Context: an optimization exercise on an open-source flow, tuned for small area. The choices shown serve that exercise and are no tape-out recipe. Only simulation tests tie the RTL to the original design; equivalence was not proved. The flow treats the clock pin as an ideal source, which a real chip does not have. Power figures rest on the tool's default switching activity, not on a simulated workload.

==> fjord <==
Design Uart_Wrapper, start of the top module:
module Uart_Wrapper (
    input        clk,
    input        rst,
    input        nwrite_fifo_btn,
    input        nread_fifo_btn,
    input        nreset_button,
    input        rx_i,
    output       tx_o,
    output [6:0] fifo_state_segs,
    output [6:0] Counter_Display,
    output [7:0] Value_out_led
);
==> flow/config.mk <==
export PLATFORM = sky130hd
export DESIGN_NAME = Uart_Wrapper
export DESIGN_NICKNAME = Uart_Wrapper
export VERILOG_FILES = /design/flow/design.v
export SDC_FILE = /design/flow/constraint.sdc
export NUM_CORES = 4
export LEC_CHECK = 0
export CAP_MARGIN = 20
export CORE_MARGIN = 2
export CORE_UTILIZATION = 60
export SLEW_MARGIN = 20
==> flow/constraint.sdc <==
create_clock -name core_clock -period 10.0 [get_ports {clk}]
set_input_delay 2.0000 -clock core_clock [delete_from_list [all_inputs] [get_ports {clk}]]
set_output_delay 2.0000 -clock core_clock [all_outputs]
set_load 0.01 [all_outputs]
standard.sh (not shown) runs the stock make flow with config.mk's settings and CLKGATE_MAP_FILE= SYNTH_SCRIPT=/design/flow/synth_recipe.tcl, a recipe that flattens the netlist after the stock synthesis.
==> flow/flow/run.sh <==
#!/bin/bash
# The standard layout (standard.sh), with three changes:
#  1. after the standard synthesis, the combinational logic between the
#     registers is mapped again by ABC for area (flow/reopt.tcl); registers,
#     their names and cells, ports, tie and port-feedthrough cells are kept
#     as they are. The new netlist is used only if Yosys proves it equivalent
#     to the standard one.
#  2. port buffers are the smallest buffer cell;
#  3. the clock tree uses clkbuf_4 cells without dummy load cells.
# Each tool's output goes to a log file in this folder.
set -euo pipefail
export BUFFER_PORTS_ARGS="-buffer_cell sky130_fd_sc_hd__buf_1"
export CTS_ARGS="-sink_clustering_enable -repair_clock_nets -buf_list sky130_fd_sc_hd__clkbuf_4 -root_buf sky130_fd_sc_hd__clkbuf_4 -dont_use_dummy_load"

bash standard.sh synth > synth.log 2>&1

YOSYS=$FLOW_HOME/../tools/install/yosys/bin/yosys
export REOPT_LIB=$FLOW_HOME/platforms/$FLOW_PLATFORM/lib/sky130_fd_sc_hd__tt_025C_1v80.lib
export REOPT_RES=orfs/results/$FLOW_PLATFORM/Uart_Wrapper/base
export REOPT_FLOW=flow
cp $REOPT_RES/1_2_yosys.v std_1_2_yosys.v
if $YOSYS -c flow/reopt.tcl > reopt.log 2>&1 && grep -q "REOPT_EQUIVALENT" reopt.log; then
    cp reopt_1_2_yosys.v $REOPT_RES/1_2_yosys.v
    rm -f $REOPT_RES/1_synth.odb $REOPT_RES/1_synth.sdc
    echo "using the re-mapped netlist" >> reopt.log
else
    echo "re-mapping failed or not proven; keeping the standard netlist" >> reopt.log
fi

bash standard.sh > layout.log 2>&1
==> flow/flow/ffmodels.v <==
module sky130_fd_sc_hd__dfxtp_1(input CLK, input D, output reg Q); always @(posedge CLK) Q <= D; endmodule
module sky130_fd_sc_hd__edfxtp_1(input CLK, input D, input DE, output reg Q); always @(posedge CLK) if (DE) Q <= D; endmodule
module sky130_fd_sc_hd__conb_1(output HI, output LO); assign HI = 1'b1; assign LO = 1'b0; endmodule
==> flow/flow/reopt.tcl <==
# Re-map the combinational logic of the standard synthesis netlist for area.
yosys -import
set lib $::env(REOPT_LIB)
set res $::env(REOPT_RES)
set keep {sky130_fd_sc_hd__dfxtp_1 sky130_fd_sc_hd__edfxtp_1 sky130_fd_sc_hd__conb_1 sky130_fd_sc_hd__buf_4}

# gate functions from the library; registers, tie and feedthrough cells stay cells
read_liberty -ignore_miss_func $lib
blackbox {*}$keep
read_verilog $res/1_2_yosys.v
hierarchy -top $::env(FLOW_TOP)
flatten
yosys rename -hide w:*.*
opt_clean -purge
set f [open reopt_abc.constr w]
puts $f "set_driving_cell sky130_fd_sc_hd__buf_1"
puts $f "set_load 5"
close $f
abc -liberty $lib -constr reopt_abc.constr -D 10000 -dont_use sky130_fd_sc_hd__lpflow_* -dont_use sky130_fd_sc_hd__probe* \
    -script "+strash;dc2;&get,-n;&dch,-f;&nf,-R,1000;&put"
opt_clean -purge
splitnets
opt_clean -purge
tee -o reopt_stat.txt stat -liberty $lib
write_verilog -noattr -nohex -nodec reopt_1_2_yosys.v

# prove it equivalent to the standard netlist (registers as plain flip-flops)
design -reset
read_liberty -ignore_miss_func $lib
read_verilog -overwrite $::env(REOPT_FLOW)/ffmodels.v
read_verilog $res/1_2_yosys.v
yosys rename $::env(FLOW_TOP) gold
read_verilog reopt_1_2_yosys.v
yosys rename $::env(FLOW_TOP) gate
yosys proc
flatten gold gate
opt_clean
equiv_make gold gate eq
hierarchy -top eq
equiv_simple -undef
equiv_induct -undef
equiv_status -assert
puts "REOPT_EQUIVALENT"
==> ember: changes against fjord <==
--- a/flow/design.v
+++ b/flow/design.v
@@ -48,27 +48,41 @@
     reg [1:0] stage;
     always @(posedge clk) begin
         if (rst || reset_fifo) stage <= 2'b00;
         else                   stage <= {wr_db, rd_db};
     end
+    localparam [2:0] C0 = 3'd7, C1 = 3'd3, C2 = 3'd2, C3 = 3'd6, C4 = 3'd1, C5 = 3'd0, CR = 3'd4;
     reg [2:0] cnt_d;
     reg [1:0] op;         
     localparam OP_NONE = 2'd0, OP_INC = 2'd1, OP_DEC = 2'd2, OP_CLR = 2'd3;
     reg       empty_led, filled_led;
     reg [7:0] vout;
     reg [7:0] mem0, mem1, mem2, mem3, mem4;
     reg [7:0] rx_hold;    
-    wire cnt_zero = (cnt_d == 3'd0);
-    wire cnt_full = (cnt_d == 3'd5);
+    wire cnt_zero = (cnt_d == C0);
+    wire cnt_full = (cnt_d == C5);
     wire step     = tick && !reset_fifo;
     wire push     = step && stage == 2'b10 && !cnt_full;
     wire pop      = step && stage == 2'b01 && !cnt_zero;
-    wire [3:0] k = {1'b0, cnt_d} + {3'b000, op == OP_INC};
-    wire en1 = pop || k <= 4'd4;
-    wire en2 = pop || k <= 4'd3;
-    wire en3 = pop || k <= 4'd2;
-    wire en4 = pop || k <= 4'd1;
+    reg [4:1] free;
+    reg [2:0] cnt_inc, cnt_dec;
+    always @(*) begin
+        case (cnt_d)
+            C5: begin free = 4'b0000; cnt_inc = 3'd0; cnt_dec = C4; end
+            C4: begin free = (op == OP_INC) ? 4'b0000 : 4'b0001; cnt_inc = C5; cnt_dec = C3; end
+            C2: begin free = (op == OP_INC) ? 4'b0011 : 4'b0111; cnt_inc = C3; cnt_dec = C1; end
+            C1: begin free = (op == OP_INC) ? 4'b0111 : 4'b1111; cnt_inc = C2; cnt_dec = C0; end
+            3'd4: begin free = 4'b0000; cnt_inc = 3'd4; cnt_dec = 3'd4; end
+            3'd5: begin free = 4'b0000; cnt_inc = 3'd5; cnt_dec = 3'd5; end
+            C3: begin free = (op == OP_INC) ? 4'b0001 : 4'b0011; cnt_inc = C4; cnt_dec = C2; end
+            C0: begin free = 4'b1111; cnt_inc = C1; cnt_dec = 3'd7; end
+        endcase
+    end
+    wire en1 = pop || free[1];
+    wire en2 = pop || free[2];
+    wire en3 = pop || free[3];
+    wire en4 = pop || free[4];
     wire [7:0] oldest = mem4;
     always @(posedge clk) begin
         if (push) mem0 <= rx_hold;
         if (en1)  mem1 <= mem0;
         if (en2)  mem2 <= mem1;
@@ -79,15 +93,15 @@
         if (rst)                   op <= OP_CLR;
         else if (tick && reset_fifo) op <= OP_CLR;
         else if (push)             op <= OP_INC;
         else if (pop)              op <= OP_DEC;
         else                       op <= OP_NONE;
-        if (rst) cnt_d <= 3'd7;
+        if (rst) cnt_d <= CR;
         else case (op)
-            OP_INC:  cnt_d <= cnt_d + 3'd1;
-            OP_DEC:  cnt_d <= cnt_d - 3'd1;
-            OP_CLR:  cnt_d <= 3'd0;
+            OP_INC:  cnt_d <= cnt_inc;
+            OP_DEC:  cnt_d <= cnt_dec;
+            OP_CLR:  cnt_d <= C0;
             default: ;
         endcase
     end
     always @(posedge clk) begin
         if (rst) begin
@@ -111,21 +125,20 @@
                 else if (pop)
                     vout <= oldest;
             end
         end
     end
-    wire just_rst = (cnt_d == 3'd7);
+    wire just_rst = (cnt_d == CR);
     reg [6:0] cdisp;
     always @(*) begin
         case (cnt_d)
-            3'd0:    cdisp = 7'h40;
-            3'd1:    cdisp = 7'h79;
-            3'd2:    cdisp = 7'h24;
-            3'd3:    cdisp = 7'h30;
-            3'd4:    cdisp = 7'h19;
-            3'd5:    cdisp = 7'h12;
-            3'd6:    cdisp = 7'h02;
+            C0: cdisp = 7'h40;
+            C1: cdisp = 7'h79;
+            C2: cdisp = 7'h24;
+            C3: cdisp = 7'h30;
+            C4: cdisp = 7'h19;
+            C5: cdisp = 7'h12;
             default: cdisp = 7'h00;
         endcase
     end
     assign Counter_Display = cdisp;
     reg [6:0] segs;
--- a/flow/flow/run.sh
+++ b/flow/flow/run.sh
@@ -4,15 +4,20 @@
 #     registers is mapped again by ABC for area (flow/reopt.tcl); registers,
 #     their names and cells, ports, tie and port-feedthrough cells are kept
 #     as they are. The new netlist is used only if Yosys proves it equivalent
 #     to the standard one.
 #  2. port buffers are the smallest buffer cell;
-#  3. the clock tree uses clkbuf_4 cells without dummy load cells.
+#  3. the clock tree is built by flow/clock_tree.tcl before ORFS's CTS step:
+#     the flip-flops are split into 3 x 2 groups by position, each group
+#     is driven by a clkbuf_8 at its centre, and the six by one clkbuf_4 on
+#     the clock port's net. TritonCTS then finds nothing left to do on that
+#     net (it only repairs long clock wires).
 # Each tool's output goes to a log file in this folder.
 set -euo pipefail
 export BUFFER_PORTS_ARGS="-buffer_cell sky130_fd_sc_hd__buf_1"
-export CTS_ARGS="-sink_clustering_enable -repair_clock_nets -buf_list sky130_fd_sc_hd__clkbuf_4 -root_buf sky130_fd_sc_hd__clkbuf_4 -dont_use_dummy_load"
+export PRE_CTS_TCL=$PWD/flow/clock_tree.tcl
+export CTS_ARGS="-clk_nets clk -sink_clustering_enable -repair_clock_nets -buf_list sky130_fd_sc_hd__clkbuf_4 -root_buf sky130_fd_sc_hd__clkbuf_4 -dont_use_dummy_load"
 
 bash standard.sh synth > synth.log 2>&1
 
 YOSYS=$FLOW_HOME/../tools/install/yosys/bin/yosys
 export REOPT_LIB=$FLOW_HOME/platforms/$FLOW_PLATFORM/lib/sky130_fd_sc_hd__tt_025C_1v80.lib
==> flow/flow/clock_tree.tcl (new file) <==
# Manual two-level clock tree: one leaf buffer per group of nearby
# flip-flops (split by the median x and y of their positions), one root.
proc build_clock_tree { leaf_cell root_cell nx ny } {
  set block [ord::get_db_block]
  set pins [get_pins -of_objects [get_nets clk] -filter "direction==input"]
  set pts {}
  foreach p $pins {
    set inst [[sta::sta_to_db_inst [$p instance]] getLocation]
    lappend pts [list [lindex $inst 0] [lindex $inst 1] [get_full_name $p]]
  }
  # split into nx columns by x, then each column into ny rows by y
  set sorted [lsort -integer -index 0 $pts]
  set n [llength $sorted]
  set groups {}
  for {set i 0} {$i < $nx} {incr i} {
    set col [lrange $sorted [expr {$i*$n/$nx}] [expr {($i+1)*$n/$nx - 1}]]
    set col [lsort -integer -index 1 $col]
    set m [llength $col]
    for {set j 0} {$j < $ny} {incr j} {
      lappend groups [lrange $col [expr {$j*$m/$ny}] [expr {($j+1)*$m/$ny - 1}]]
    }
  }
  set dbu [$block getDbUnitsPerMicron]
  set k 0
  foreach g $groups {
    set sx 0; set sy 0; set names {}
    foreach p $g { set sx [expr {$sx + [lindex $p 0]}]; set sy [expr {$sy + [lindex $p 1]}]; lappend names [lindex $p 2] }
    set cx [expr {double($sx) / [llength $g] / $dbu}]
    set cy [expr {double($sy) / [llength $g] / $dbu}]
    insert_buffer -buffer_cell $leaf_cell -net clk -load_pins [get_pins $names] -location [list $cx $cy] -buffer_name clkleaf_$k -net_name clknet_leaf_$k
    incr k
  }
  insert_buffer -buffer_cell $root_cell -net clk -buffer_name clkroot -net_name clknet_root
}

# 6 leaf buffers (3 x 2 groups of flip-flops) under one root buffer
build_clock_tree sky130_fd_sc_hd__clkbuf_8 sky130_fd_sc_hd__clkbuf_4 3 2
==> tundra: changes against fjord <==
--- a/flow/design.v
+++ b/flow/design.v
@@ -60,22 +60,28 @@
     wire cnt_zero = (cnt_d == 3'd0);
     wire cnt_full = (cnt_d == 3'd5);
     wire step     = tick && !reset_fifo;
     wire push     = step && stage == 2'b10 && !cnt_full;
     wire pop      = step && stage == 2'b01 && !cnt_zero;
-    wire [3:0] k = {1'b0, cnt_d} + {3'b000, op == OP_INC};
-    wire en1 = pop || k <= 4'd4;
-    wire en2 = pop || k <= 4'd3;
-    wire en3 = pop || k <= 4'd2;
-    wire en4 = pop || k <= 4'd1;
-    wire [7:0] oldest = mem4;
-    always @(posedge clk) begin
-        if (push) mem0 <= rx_hold;
-        if (en1)  mem1 <= mem0;
-        if (en2)  mem2 <= mem1;
-        if (en3)  mem3 <= mem2;
-        if (en4)  mem4 <= mem3;
+    reg [7:0] oldest;
+    always @(*) begin
+        case (cnt_d)
+            3'd1:    oldest = mem0;
+            3'd2:    oldest = mem1;
+            3'd3:    oldest = mem2;
+            3'd4:    oldest = mem3;
+            default: oldest = mem4;
+        endcase
+    end
+    always @(posedge clk) begin
+        if (push) begin
+            mem0 <= rx_hold;
+            mem1 <= mem0;
+            mem2 <= mem1;
+            mem3 <= mem2;
+            mem4 <= mem3;
+        end
     end
     always @(posedge clk) begin
         if (rst)                   op <= OP_CLR;
         else if (tick && reset_fifo) op <= OP_CLR;
         else if (push)             op <= OP_INC;
==> flow/flow/run.sh (replaced) <==
#!/bin/bash
# Standard ORFS layout (standard.sh, unchanged synthesis), with two changes:
# the port buffers are the smallest buffer cell, and the clock tree uses
# clkbuf_4 cells without dummy load cells.
set -euo pipefail
export BUFFER_PORTS_ARGS="-buffer_cell sky130_fd_sc_hd__buf_1"
export CTS_ARGS="-sink_clustering_enable -repair_clock_nets -buf_list sky130_fd_sc_hd__clkbuf_4 -root_buf sky130_fd_sc_hd__clkbuf_4 -dont_use_dummy_load"
bash standard.sh > standard.log 2>&1
removed: flow/flow/ffmodels.v
removed: flow/flow/reopt.tcl
==> notes.md <==
In sequential power, tundra and ember hardly differ. Global-route usage, lowest first: ember, fjord, tundra. Between fjord and ember, the lower critical path depth is in fjord (gap 1). Final area, lowest first: ember, fjord, tundra. Via count: tundra > fjord > ember.
==> figures <==
item	fjord	tundra	ember
Outcome	no timing/DRC/antenna violations	no timing/DRC/antenna violations	no timing/DRC/antenna violations
Layout multi-input combinational cell count	189	239	191
Std cell rows	29	31	29
Total design power	739 uW	751 uW	682 uW
Setup ws final	6340 ps	5270 ps	6340 ps
Buffer type at the clock tree root	sky130_fd_sc_hd__clkbuf_4	sky130_fd_sc_hd__clkbuf_4	-
Chip width	84.6 um	90.2 um	84.3 um
Worst skew pair latency	480 ps	490 ps	420 ps
Number of global-route vias before repair	2024	2684	2055
Mapped cell area	3890 um2	4460 um2	3860 um2
Number of cells on the critical path	3	5	4
Combined buffer and inverter count along the critical path	1	2	1

[separate check: timing with driven ports]
The flow's constraints put no driver on any port. The routed layouts listed below were extracted and timed again, unchanged, in two steps. Step 1, drivers: a clkbuf_16 drives clk and a buf_2 each remaining input, both assumed. Step 2 also shifts input and output timing later by t, the mid clock arrival at the registers, as if the neighbouring blocks saw the same clock. Slacks: ideal / step 1 / step 2; pairs: ideal / step 1.
run	shift t [ns]	setup slack, ns	slew at the worst register clock pin (ns)
fjord	0.487	6.342 / 6.316 / 6.482	0.11 / 0.11
ember	0.427	6.342 / 6.329 / 6.557	0.11 / 0.11
tundra	0.508	5.274 / 5.243 / 5.751	0.11 / 0.11
After both steps setup and hold are still met in every run listed.
